This is an optimization exercise on Yosys and OpenROAD, whose aim is small area, a short achievable clock period and few clock cycles per item, not a production implementation.
Function was checked by simulation only, so behaviour that the tests miss may differ from the original.
Power is estimated from default activity; no workload was simulated.

`flow/design.v`:
```
module mp_cache_data_array(
    clk0,csb0,web0,wmask0,addr0,din0,dout0
  );
  parameter NUM_WMASKS = 32 ;
  parameter DATA_WIDTH = 256 ;
  parameter ADDR_WIDTH = 4 ;
  parameter RAM_DEPTH = 1 << ADDR_WIDTH;
  input  clk0;  
  input   csb0;  
  input  web0;  
  input [ADDR_WIDTH-1:0]  addr0;
  input [NUM_WMASKS-1:0]   wmask0;  
  input [DATA_WIDTH-1:0]  din0;
  output [DATA_WIDTH-1:0] dout0;
  reg  web0_reg;
  reg [NUM_WMASKS-1:0]   wmask0_reg;
  reg [ADDR_WIDTH-1:0]  addr0_reg;
  reg [DATA_WIDTH-1:0]  din0_reg;
  reg [DATA_WIDTH-1:0]  dout0;
  always @(posedge clk0)
  begin
    if( !csb0 ) begin
      web0_reg <= web0;
      wmask0_reg <= wmask0;
      addr0_reg <= addr0;
      din0_reg <= din0;
    end
  end
  wire [DATA_WIDTH*RAM_DEPTH-1:0] mem_flat;
  genvar r, b;
  generate
    for (r = 0; r < RAM_DEPTH; r = r + 1) begin : row
      reg [DATA_WIDTH-1:0] q;
      for (b = 0; b < NUM_WMASKS; b = b + 1) begin : lane
        always @(posedge clk0)
          if (!web0_reg && addr0_reg == r && wmask0_reg[b])
            q[b*8 +: 8] <= din0_reg[b*8 +: 8];
      end
      assign mem_flat[r*DATA_WIDTH +: DATA_WIDTH] = q;
    end
  endgenerate
  always @ (*)
  begin : MEM_READ0
    dout0 = mem_flat[addr0_reg*DATA_WIDTH +: DATA_WIDTH];
  end
endmodule
module mp_cache_tag_array(
    clk0,csb0,web0,addr0,din0,dout0
  );
  parameter DATA_WIDTH = 24 ;
  parameter ADDR_WIDTH = 4 ;
  parameter RAM_DEPTH = 1 << ADDR_WIDTH;
  input  clk0;  
  input   csb0;  
  input  web0;  
  input [ADDR_WIDTH-1:0]  addr0;
  input [DATA_WIDTH-1:0]  din0;
  output [DATA_WIDTH-1:0] dout0;
  reg  web0_reg;
  reg [ADDR_WIDTH-1:0]  addr0_reg;
  reg [DATA_WIDTH-1:0]  din0_reg;
  reg [DATA_WIDTH-1:0]  dout0;
  always @(posedge clk0)
  begin
    if( !csb0 ) begin
      web0_reg <= web0;
      addr0_reg <= addr0;
      din0_reg <= din0;
    end
  end
  wire [DATA_WIDTH*RAM_DEPTH-1:0] mem_flat;
  genvar r;
  generate
    for (r = 0; r < RAM_DEPTH; r = r + 1) begin : row
      reg [DATA_WIDTH-1:0] q;
      always @(posedge clk0)
        if (!web0_reg && addr0_reg == r)
          q <= din0_reg;
      assign mem_flat[r*DATA_WIDTH +: DATA_WIDTH] = q;
    end
  endgenerate
  always @ (*)
  begin : MEM_READ0
    dout0 = mem_flat[addr0_reg*DATA_WIDTH +: DATA_WIDTH];
  end
endmodule
module valid_array #(
            parameter               S_INDEX     = 4,
            parameter               WIDTH       = 1
)(
    input   logic                   clk0,
    input   logic                   rst0,
    input   logic                   csb0,
    input   logic                   web0,
    input   logic   [S_INDEX-1:0]   addr0,
    input   logic   [WIDTH-1:0]     din0,
    output  logic   [WIDTH-1:0]     dout0
);
            localparam              NUM_SETS    = 2**S_INDEX;
            logic                   web0_reg;
            logic   [S_INDEX-1:0]   addr0_reg;
            logic   [WIDTH-1:0]     din0_reg;
            logic   [WIDTH-1:0]     internal_array [NUM_SETS];
    always_ff @(posedge clk0) begin
        if (rst0) begin
            web0_reg  <= 1'b1;
            addr0_reg <= 'x;
            din0_reg  <= 'x;
        end else begin
            if (!csb0) begin
                web0_reg  <= web0;
                addr0_reg <= addr0;
                din0_reg  <= din0;
            end
        end
    end
    always_ff @(posedge clk0) begin
        if (rst0) begin
            for (int i = 0; i < NUM_SETS; i++) begin
                internal_array[i] <= '0;
            end
        end else begin
            if (!web0_reg) begin
                internal_array[addr0_reg] <= din0_reg;
            end
        end
    end
    always_comb begin
        dout0 = internal_array[addr0_reg];
    end
endmodule : valid_array
module lru_array #(
            parameter               S_INDEX     = 4,
            parameter               WIDTH       = 3
)(
    input   logic                   clk0,
    input   logic                   rst0,
    input   logic                   csb0,
    input   logic                   web0,
    input   logic   [S_INDEX-1:0]   addr0,
    input   logic   [WIDTH-1:0]     din0,
    output  logic   [WIDTH-1:0]     dout0,
    input   logic                   csb1,
    input   logic                   web1,
    input   logic   [S_INDEX-1:0]   addr1,
    input   logic   [WIDTH-1:0]     din1,
    output  logic   [WIDTH-1:0]     dout1
);
            localparam              NUM_SETS    = 2**S_INDEX;
            logic                   web0_reg;
            logic   [S_INDEX-1:0]   addr0_reg;
            logic   [WIDTH-1:0]     din0_reg;
            logic                   web1_reg;
            logic   [S_INDEX-1:0]   addr1_reg;
            logic   [WIDTH-1:0]     din1_reg;
            logic   [WIDTH-1:0]     internal_array [NUM_SETS];
    always_ff @(posedge clk0) begin
        if (rst0) begin
            web0_reg  <= 1'b1;
            addr0_reg <= 'x;
            din0_reg  <= 'x;
            web1_reg  <= 1'b1;
            addr1_reg <= 'x;
            din1_reg  <= 'x;
        end else begin
            if (!csb0) begin
                web0_reg  <= web0;
                addr0_reg <= addr0;
                din0_reg  <= din0;
            end
            if (!csb1) begin
                web1_reg  <= web1;
                addr1_reg <= addr1;
                din1_reg  <= din1;
            end
        end
    end
    always_ff @(posedge clk0) begin
        if (rst0) begin
            for (int i = 0; i < NUM_SETS; i++) begin
                internal_array[i] <= '0;
            end
        end else begin
            if (!web0_reg) begin
                internal_array[addr0_reg] <= din0_reg;
            end
            if (!web1_reg) begin
                internal_array[addr1_reg] <= din1_reg;
            end
        end
    end
    always_comb begin
        dout0 = (!web1_reg && (addr0_reg==addr1_reg)) ? din1_reg : internal_array[addr0_reg];
        dout1 = internal_array[addr1_reg];
    end
endmodule : lru_array
module cache (
    input   logic           clk,
    input   logic           rst,
    input   logic   [31:0]  ufp_addr,
    input   logic   [3:0]   ufp_rmask,
    input   logic   [3:0]   ufp_wmask,
    output  logic   [31:0]  ufp_rdata,
    input   logic   [31:0]  ufp_wdata,
    output  logic           ufp_resp,
    output  logic   [31:0]  dfp_addr,
    output  logic           dfp_read,
    output  logic           dfp_write,
    input   logic   [255:0] dfp_rdata,
    output  logic   [255:0] dfp_wdata,
    input   logic           dfp_resp
);
localparam  IDLE     = 3'H0 ;
localparam  CMP_TAG  = 3'H2 ;
localparam  RESP     = 3'H3 ;
localparam  ALLOCATE = 3'H4 ;
localparam  UPDATE   = 3'H5 ;
localparam  STALL    = 3'H6 ;
localparam  WR_BACK  = 3'H7 ;
logic [2:0] state_r ;
logic [2:0] state_nxt ;
logic [31:2]   ufp_addr_r  ;
logic [31:0]   ufp_wdata_r ;
logic [3:0]    ufp_wmask_r ;
logic [3:0]    ufp_rmask_r ;
wire ufp_ready ;
logic [0:0]    ufp_addr_set  ;
logic [0:0]    ufp_addr_set_r  ;
logic [25:0]   ufp_addr_tag_r        ;
logic [2:0]    ufp_addr_offset_r   ;
logic [255:0]  data_out       ;
logic [31:0]   dfp_addr_r     ;
wire x = |ufp_addr[1:0] ;
assign ufp_addr_set     = ufp_addr[5:5] ;
assign ufp_addr_set_r   = ufp_addr_r[5:5] ;
assign ufp_addr_tag_r   = ufp_addr_r[31:6] ;
assign ufp_addr_offset_r= ufp_addr_r[4:2] ;
logic       cache_line_csb ;
logic       cache_line_rd ;
logic [0:0] cache_line_addr ;
logic [3:0] cache_line_web ;
logic [3:0] update_write ;
logic [3:0] allocate_write ;
logic [255:0]  cache_data_out [0:3] ;
logic [255:0]  cache_data_din  ;
logic [31:0]   cache_data_wmask ;
logic [26:0]   cache_tag_out  [0:3] ;
logic [26:0]   cache_tag_din  ;
logic [3:0]    cache_valid_out ;
logic [3:0]    way_hit     ;
logic [3:0]    way_dirty   ;
logic          hit         ;
logic          dirty       ;
logic [3:0]    hit_write   ;
logic [2:0]    plru_cur ;
logic [2:0]    plru_nxt ;
logic [3:0]    way_sel  ;
logic [3:0]    way_sel_r;
logic ufp_access_valid ;
logic [1:0] way_num ;
assign way_num =  ((state_r == WR_BACK || state_r == ALLOCATE) ? way_sel_r[3] : way_sel[3]) ? 2'H3 :
                  ((state_r == WR_BACK || state_r == ALLOCATE) ? way_sel_r[2] : way_sel[2]) ? 2'H2 :
                  ((state_r == WR_BACK || state_r == ALLOCATE) ? way_sel_r[1] : way_sel[1]) ? 2'H1 :
                  ((state_r == WR_BACK || state_r == ALLOCATE) ? way_sel_r[0] : way_sel[0]) ? 2'H0 : 2'H0 ;
assign ufp_ready = ((state_r == IDLE) || ufp_resp || (state_r == STALL && ufp_access_valid)) ;
always_ff@(posedge clk)
begin
   if( rst )
   begin
      ufp_addr_r <= '0 ;
      ufp_wdata_r <= '0 ;
      ufp_rmask_r <= '0 ;
      ufp_wmask_r <= '0 ;
   end
   else if(ufp_ready)
   begin
      ufp_addr_r <= ufp_addr[31:2] ;
      ufp_wdata_r <= ufp_wdata ;
      ufp_rmask_r <= ufp_rmask ;
      ufp_wmask_r <= ufp_wmask ;
   end
end
assign ufp_rdata= data_out[ ufp_addr_offset_r*32 +: 32] ;
assign ufp_resp = (state_r == CMP_TAG) && hit || state_r == RESP ;
always_ff@(posedge clk)
begin
   if( rst )
      state_r <= IDLE ;
   else
      state_r <= state_nxt ;
end
assign ufp_access_valid =  |ufp_rmask || |ufp_wmask ;
always_comb
begin
   state_nxt = state_r ;
   unique case( state_r )
   IDLE : 
   begin
      if( ufp_access_valid )
         state_nxt = CMP_TAG ;
   end
   CMP_TAG :
   begin
      if( hit )
      begin
         if( |ufp_wmask_r )
            state_nxt = STALL ;
         else if( ~ufp_access_valid )
            state_nxt = IDLE ;
      end
      else
      begin
         state_nxt = dirty ? WR_BACK : ALLOCATE ;
      end
   end
   ALLOCATE :
      if( dfp_resp )
         state_nxt = UPDATE ;
   UPDATE :
      state_nxt = RESP ;
   RESP :
      if( |ufp_wmask_r )
         state_nxt = STALL ;
      else if( ufp_access_valid )
         state_nxt = CMP_TAG ;
      else
         state_nxt = IDLE ;
   STALL :
      if( |ufp_rmask_r || |ufp_wmask_r || ufp_access_valid )
         state_nxt = CMP_TAG ;
      else
         state_nxt = IDLE ;
   WR_BACK:
      if( dfp_resp )
         state_nxt = ALLOCATE ;
   default :
      state_nxt = state_r ;
   endcase
end
always_ff@(posedge clk)
begin
   if( rst )
      dfp_addr_r <= '0 ;
   else if( ufp_ready )
      dfp_addr_r <= {ufp_addr[31:5],5'H00} ;
   else if( state_r == CMP_TAG && dirty )
      dfp_addr_r[31:6] <= cache_tag_out[way_num][25:0] ;
   else if( state_r == WR_BACK && dfp_resp )
      dfp_addr_r[31:6] <= ufp_addr_r[31:6] ;
end
assign dfp_addr[5:0] =  dfp_addr_r[5:0] ;
assign dfp_addr[31:6] = dirty ? cache_tag_out[way_num][25:0] : dfp_addr_r[31:6] ;
assign dfp_read = (state_r == ALLOCATE) || (( state_r == CMP_TAG) && ~hit && ~dirty) ;
assign dfp_write = dirty || (state_r == WR_BACK ) ;
assign dfp_wdata =  cache_data_out[way_num] ;
assign hit     = |way_hit  ;
assign dirty   = ~hit && cache_valid_out[way_num] & way_dirty[way_num] & (state_r == CMP_TAG );
assign data_out = ({256{way_hit[0]||(way_sel_r[0]&&state_r==RESP)}} & cache_data_out[0]) |
                  ({256{way_hit[1]||(way_sel_r[1]&&state_r==RESP)}} & cache_data_out[1]) |
                  ({256{way_hit[2]||(way_sel_r[2]&&state_r==RESP)}} & cache_data_out[2]) |
                  ({256{way_hit[3]||(way_sel_r[3]&&state_r==RESP)}} & cache_data_out[3]) ;
assign way_sel[0] = plru_cur[1:0] == 2'B00 ;
assign way_sel[1] = plru_cur[1:0] == 2'B10 ;
assign way_sel[2] = {plru_cur[2],plru_cur[0]} == 2'B01 ;
assign way_sel[3] = {plru_cur[2],plru_cur[0]} == 2'B11 ;
always_ff@(posedge clk)
begin
   if( rst )
      way_sel_r <= '0 ;
   else if( state_r == CMP_TAG  )
      way_sel_r <= way_sel ;
end
assign cache_line_rd  = state_r == IDLE || state_r == RESP ||
                        (state_r == CMP_TAG && hit && |ufp_rmask_r ) ||  
                        (state_r == STALL && (|ufp_rmask_r || |ufp_wmask_r || ufp_access_valid )) ;
assign cache_line_csb = ~cache_line_rd & (&cache_line_web) ;
always_comb
begin
   cache_line_addr = ufp_addr_set_r ;
   unique case( state_r )
   IDLE,
   RESP:  cache_line_addr = ufp_addr_set ;
   STALL : cache_line_addr = ufp_access_valid ? ufp_addr_set : ufp_addr_set_r ;
   CMP_TAG: cache_line_addr = |hit_write ? ufp_addr_set_r : ufp_addr_set ;
   default: cache_line_addr = ufp_addr_set_r ;
   endcase
end
assign cache_tag_din = {(|hit_write)||(|update_write),ufp_addr_tag_r} ;
assign cache_data_din = (|hit_write)||(|update_write) ? {8{ufp_wdata_r}} : dfp_rdata ;
always_comb
begin
   if( (|hit_write) || (|update_write) )
   begin
   unique case( ufp_addr_offset_r )
   3'H0 : cache_data_wmask = {{28{1'H0}},ufp_wmask_r,{ 0{1'H0}}} ;
   3'H1 : cache_data_wmask = {{24{1'H0}},ufp_wmask_r,{ 4{1'H0}}} ;
   3'H2 : cache_data_wmask = {{20{1'H0}},ufp_wmask_r,{ 8{1'H0}}} ;
   3'H3 : cache_data_wmask = {{16{1'H0}},ufp_wmask_r,{12{1'H0}}} ;
   3'H4 : cache_data_wmask = {{12{1'H0}},ufp_wmask_r,{16{1'H0}}} ;
   3'H5 : cache_data_wmask = {{ 8{1'H0}},ufp_wmask_r,{20{1'H0}}} ;
   3'H6 : cache_data_wmask = {{ 4{1'H0}},ufp_wmask_r,{24{1'H0}}} ;
   3'H7 : cache_data_wmask = {{ 0{1'H0}},ufp_wmask_r,{28{1'H0}}} ;
   endcase
   end
   else
   begin
      cache_data_wmask = '1 ;
   end
end
    generate for (genvar i = 0; i < 4; i++) begin : arrays
        mp_cache_data_array #(.ADDR_WIDTH(1)) data_array (
            .clk0       ( clk                ),
            .csb0       ( cache_line_csb     ),
            .web0       ( cache_line_web[i]  ),
            .wmask0     ( cache_data_wmask   ),
            .addr0      ( cache_line_addr    ),
            .din0       ( cache_data_din     ),
            .dout0      ( cache_data_out[i]  )
        );
        mp_cache_tag_array #(.ADDR_WIDTH(1), .DATA_WIDTH(27)) tag_array (
            .clk0       ( clk                ),
            .csb0       ( cache_line_csb     ),
            .web0       ( cache_line_web[i]  ),
            .addr0      ( cache_line_addr    ),
            .din0       ( cache_tag_din      ),
            .dout0      ( cache_tag_out[i]   )
        );
        valid_array #(.S_INDEX(1)) valid_array (
            .clk0       ( clk                ),
            .rst0       ( rst                ),
            .csb0       ( 1'H0               ),
            .web0       ( ~allocate_write[i] ),
            .addr0      ( cache_line_addr    ),
            .din0       ( 1'H1               ),
            .dout0      ( cache_valid_out[i] )
        );
        assign way_hit[i] = (state_r == CMP_TAG) && cache_valid_out[i] && (cache_tag_out[i][25:0] == ufp_addr_tag_r) ;
        assign way_dirty[i] = cache_tag_out[i][26] ;
   assign update_write[i]  = ((state_r == UPDATE) && |ufp_wmask_r && way_sel_r[i]) ;
   assign allocate_write[i]= ((state_r == ALLOCATE) && dfp_resp && way_sel_r[i]) ;
   assign hit_write[i]     = way_hit[i] && |ufp_wmask_r ;
   assign cache_line_web[i]= ~(allocate_write[i] | hit_write[i] | update_write[i]) ;
    end endgenerate
logic       lru_rp_csb  ;
logic       lru_rp_web  ;
logic [0:0] lru_rp_addr ;
logic [2:0] lru_rp_din  ;
logic [2:0] lru_rp_dout ;
logic       lru_wp_csb  ;
logic       lru_wp_web  ;
logic [0:0] lru_wp_addr ;
logic [2:0] lru_wp_din  ;
logic [2:0] lru_wp_dout ;
always_comb
begin
   plru_nxt = plru_cur ;
   if( hit )
   begin
      unique case( way_hit )
      4'B0001 : plru_nxt = {plru_cur[2],2'B11} ;
      4'B0010 : plru_nxt = {plru_cur[2],2'B01} ;
      4'B0100 : plru_nxt = {1'B1,plru_cur[1],1'B0} ;
      4'B1000 : plru_nxt = {1'B0,plru_cur[1],1'B0} ;
      default : plru_nxt = plru_cur ;
      endcase
   end
   else
   begin
      casez( plru_cur ) 
      3'B?00 : plru_nxt = {plru_cur[2],2'B11} ;
      3'B?10 : plru_nxt = {plru_cur[2],2'B01} ;
      3'B0?1 : plru_nxt = {1'B1,plru_cur[1],1'B0} ;
      3'B1?1 : plru_nxt = {1'B0,plru_cur[1],1'B0} ;
      default: plru_nxt = plru_cur ;
      endcase
   end
end
assign lru_rp_csb = ~cache_line_rd ;
assign lru_rp_web = '1 ;
assign lru_rp_addr= cache_line_addr;
assign lru_rp_din = '0 ;
assign plru_cur   = lru_rp_dout ;
assign lru_wp_csb = '0 ;
assign lru_wp_web = ~(state_r == CMP_TAG) ;
assign lru_wp_addr= ufp_addr_set_r ; 
assign lru_wp_din = plru_nxt  ;
    lru_array #(.S_INDEX(1)) lru_array (
        .clk0       ( clk  ),
        .rst0       ( rst  ),
        .csb0       ( lru_rp_csb    ),
        .web0       ( lru_rp_web    ),
        .addr0      ( lru_rp_addr   ),
        .din0       ( lru_rp_din    ),
        .dout0      ( lru_rp_dout   ),
        .csb1       ( lru_wp_csb    ),
        .web1       ( lru_wp_web    ),
        .addr1      ( lru_wp_addr   ),
        .din1       ( lru_wp_din    ),
        .dout1      ( lru_wp_dout   )
    );
endmodule
```
`flow/run.sh`:
```
#!/bin/bash
# synth_recipe.tcl (not shown) runs the flow's synth.tcl, then flattens the netlist and writes it again
# the make line also repeats each setting of config.mk as NAME=value (left out here)
make -C /OpenROAD-flow-scripts/flow DESIGN_CONFIG=/design/flow/config.mk WORK_HOME=/design/flow/orfs CLKGATE_MAP_FILE= SYNTH_SCRIPT=/design/flow/synth_recipe.tcl finish
```
`flow/config.mk`:
```
export PLATFORM = sky130hd
export DESIGN_NAME = cache
export DESIGN_NICKNAME = cache
export VERILOG_FILES = /design/flow/design.v
export SDC_FILE = /design/flow/constraint.sdc
export NUM_CORES = 4
export LEC_CHECK = 0
export CAP_MARGIN = 20
export CORE_MARGIN = 2
export CORE_UTILIZATION = 40
export SLEW_MARGIN = 20
export SYNTH_MEMORY_MAX_BITS = 65536
```
`flow/constraint.sdc`:
```
create_clock -name core_clock -period 11.0 [get_ports {clk}]
set_input_delay 2.2000 -clock core_clock [delete_from_list [all_inputs] [get_ports {clk}]]
set_output_delay 2.2000 -clock core_clock [all_outputs]
set_load 0.01 [all_outputs]
```
==> run notes <==
-- power by group --
part           switching (W)  internal [W]  total (W)  leakage, nW
clock                0.00415       0.00568    0.00984         4.58
combinational         0.0121       0.00632     0.0185         17.3
sequential           0.00158        0.0138     0.0154         24.5
-- tightest hold or removal path: stages, from the launching register on --
cell	delay (ns)
dfxtp_1	0.31
nand2_1	0.05
a21oi_1	0.05
-- synthesized netlist by cell type, types with 12 or more instances --
cell | number | area share
mux2i_1 | 877 | 0.076
nand2_1 | 960 | 0.031
mux2_2 | 272 | 0.026
o22ai_1 | 388 | 0.021
nor4_1 | 45 | 0.0024
a2bb2oi_1 | 13 | 0.00098
buf_6 | 12 | 0.0012
nand4_1 | 17 | 0.00092
o21ai_0 | 180 | 0.0078
clkbuf_1 | 352 | 0.011
o31a_1 | 22 | 0.0017
a211oi_1 | 269 | 0.017
or3_1 | 33 | 0.0018
xnor2_1 | 105 | 0.0079
a2bb2o_1 | 64 | 0.0055
buf_1 | 31 | 0.0010
a21oi_1 | 447 | 0.019
o221ai_1 | 61 | 0.0046
buf_2 | 157 | 0.0068
buf_4 | 38 | 0.0025
and2_1 | 265 | 0.014
o31ai_1 | 30 | 0.0019
a311oi_1 | 25 | 0.0019
nor2_1 | 241 | 0.0078
nor3_1 | 50 | 0.0022
o22a_1 | 52 | 0.0039
a221oi_1 | 33 | 0.0025
dfxtp_1 | 122 | 0.021
nand3_1 | 19 | 0.00082
edfxtp_1 | 2591 | 0.67
o2111ai_1 | 20 | 0.0015
a22oi_1 | 27 | 0.0017
a31oi_1 | 14 | 0.00075
o211ai_1 | 41 | 0.0026
or4_1 | 12 | 0.00078
inv_1 | 42 | 0.0014
mux4_2 | 33 | 0.0064
-- layer usage --
metal  wire length, µm  share of wire  global-route usage  vias to the layer above
li1                  -              -                   -                    32612
met1            173000           0.37               0.409                    39986
met2            198000           0.42               0.443                     6176
met3             63700           0.14              0.0934                     1126
met4             35700          0.076               0.198                       40
met5               252        0.00054                   0                        -
-- stage by stage --
stage | std cells | power [W] | cell area [µm²] | setup slack [ns]
global route | 12762 | 0.0446 | 136000 | 1.07
detailed placement | 12233 | 0.0335 | 127000 | 2.08
global placement | 12233 | 0.0334 | 127000 | 2.10
finish | 12795 | 0.0437 | 136000 | 0.907
floorplan | 8126 | 0.0234 | 116000 | 0.688
CTS | 12756 | 0.0433 | 136000 | 1.13
-- cell type report --
| class | instances | share of cell area |
|---|---|---|
| antenna | 37 | 0.000679 |
| clock buffer | 354 | 0.0573 |
| clock inverter | 169 | 0.0114 |
| inverter | 45 | 0.00125 |
| multi-input combinational | 4776 | 0.245 |
| sequential | 2713 | 0.589 |
| tap | 3880 | 0.0356 |
| timing repair buffer | 821 | 0.0595 |
-- worst min path at each step --
stage / start / end
final: ufp_wdata_r[4] / ufp_wdata_r[4]
after CTS: ufp_wdata_r[2] / ufp_wdata_r[2]
after floorplan: ufp_addr_r[5] / lru_array.addr1_reg
after global routing: ufp_rmask_r[2] / ufp_rmask_r[2]
after global placement: ufp_rmask_r[2] / ufp_rmask_r[2]
after detailed placement: ufp_wdata_r[2] / ufp_wdata_r[2]
-- cell families (layout without fill, tap and decap cells) --
kind of cell	Yosys count	in the layout	share of synthesized area
DFF	2713	2713	0.691
AOI/OAI and AO/OA	1788	1788	0.103
and+or+nand+nor	1693	1693	0.0655
muxes	1182	1182	0.108
buffers and inverters	637	1389	0.0244
xor gates and xnor gates	106	106	0.00799
adders and majority gates	2	2	0.000215
other	1	42	0.0000323
==> flow_summary.json <==
{
  "synthFlopType": "edfxtp_1",
  "slowest_stage": "o21ai_4",
  "synth_area_um2": 116000,
  "first_global_vias": 74867,
  "htreeDepth": 5,
  "clock-root-buffer": "clkbuf_16",
  "p_per_area_nw_per_um2": 321,
  "antenna_found_initial": 62,
  "path_buf_inv": 3,
  "nets": 8986,
  "r2r_setup_slack_ns": 4.10,
  "drc": 0,
  "clock_latency_ns": 0.90,
  "die_x_um": 543,
  "ant_nets": 0,
  "cts_max_path_buffers": 4,
  "relSlewSlack": 0.0559,
  "critPathMostFrequentCell": "nor4_1",
  "vias_per_cell": 6.25,
  "crit_path_end_kind": "primary output",
  "status": "complete, no violations",
  "cts_setup_buffers": 0,
  "fin_tns_setup_ns": 0,
  "grt_overflow": 0,
  "clock.fmax_mhz": 99.1,
  "synthCells": 8122,
  "utilization": 0.472,
  "whs_ns": 0.456,
  "r2r_start": "arrays[0].tag_array.addr0_reg",
  "clkSinkCount": 2713,
  "tightest_slew_ns": 1.42,
  "die_area_um2": 295000,
  "crit_fanout": 45,
  "min_path_cells": 2,
  "yosys_warnings": 7,
  "cp_data_arrival_time_ns": 7.89,
  "criticalPathCategory": "reg -> out",
  "drive_gt1_frac": 0.111,
  "multi_input_area_um2": 33500,
  "vias": 79940,
  "wl_per_cell_um": 36.8,
  "gp_congestion": 0.984,
  "grtUsageTotal": 0.310,
  "ir_drop_mv": 0.496,
  "synth-seq-cells": 2713,
  "firstDrtPassIters": 9,
  "maxSlewViolCount": 0,
  "regArea_um2": 80300,
  "path_clk_slew_ns": 0.06,
  "path_depth": 12,
  "r2r_cells": 14,
  "ctsHoldBuffers": 0,
  "avgSynthCellArea_um2": 14.3,
  "synth_edf_count": 2591,
  "finalCritPeriodShare": 0.918,
  "initial_core_util": 0.403,
  "synth_cell_types": 90,
  "largest_reg_flops": 2048,
  "dp_hpwl_um": 322000,
  "grt_pass1_wl_um": 625000,
  "hold_viol_final": 0,
  "cts_resized": 0,
  "grt_max_degree": 168,
  "final_cell_mix": "edfxtp_1 (2591), nand2_1 (950), mux2i_1 (877)",
  "cp-start-kind": "register",
  "num_rows": 197,
  "yosysSeqAreaShare": 0.691,
  "rsz0062_at_grt": "no",
  "cp_cell_sequence": "buf_12, mux2i_1, xnor2_1, nor4_1, nand4_1, o21ai_4, a221oi_1, nor3_1, nor4_1, buf_4, a31oi_1, clkdlybuf4s50_1",
  "core_area_um2": 289000,
  "fillers": 24921,
  "cp_slowest_stage_delay_ns": 1.24,
  "min_path_type": "reg -> reg",
  "cp_top_family": "simple AND/OR/NAND/NOR gates",
  "period_needed_ns": 10.09,
  "cts_buffers": 296,
  "cts_tree": "built",
  "port_buffers": 646,
  "wl_um": 471000,
  "skew_ns": 0.0864,
  "worst_setup_path_startpoint": "arrays[0].tag_array.addr0_reg",
  "p_leak_nw": 46.4,
  "rr_endpoint": "arrays[1].data_array.din0_reg[62]",
  "die_h_um": 543,
  "endpoint": "ufp_rdata[18]",
  "cap_violations": 0,
  "drt-initial-drc-count": 12880,
  "setup_viol": 0,
  "synthArstFlopShare": 0,
  "ios": 654,
  "final_common_cell": "edfxtp_1",
  "required_ns": 8.80,
  "syn_to_final_growth_pct": 17.3
}
Testbench counts, summed over its fixed seeds: cycles 105,753, requests 16,000.

-- what the ideal ports hide --
In the flow no input, the clock included, has a driving cell. The finished layout below was timed again as built, in two steps. Step 1 sets driving cells, clkbuf_16 on the clock port and buf_2 on the other inputs (assumed; they add their load-dependent delay and slew). Step 2 times the ports against the registers' clock, not the clock port: input delays grow and output delays shrink by t, the midpoint of the rising clock arrivals with the driver on. a / b / c = ideal / step 1 / step 2; a / b = the first two.
t (ns): 0.957
setup slack, ns: 0.907 / 0.801 / 1.758
worst hold slack (ns): 0.456 / 0.456 / 0.456
latest minus earliest clock arrival (ns): 0.093 / 0.092
worst data-port slew with drivers (ns): 0.11
After both steps setup and hold are still met in this run. The setup slack of this run moves by -0.106 ns with the drivers and by +0.851 ns with both steps.
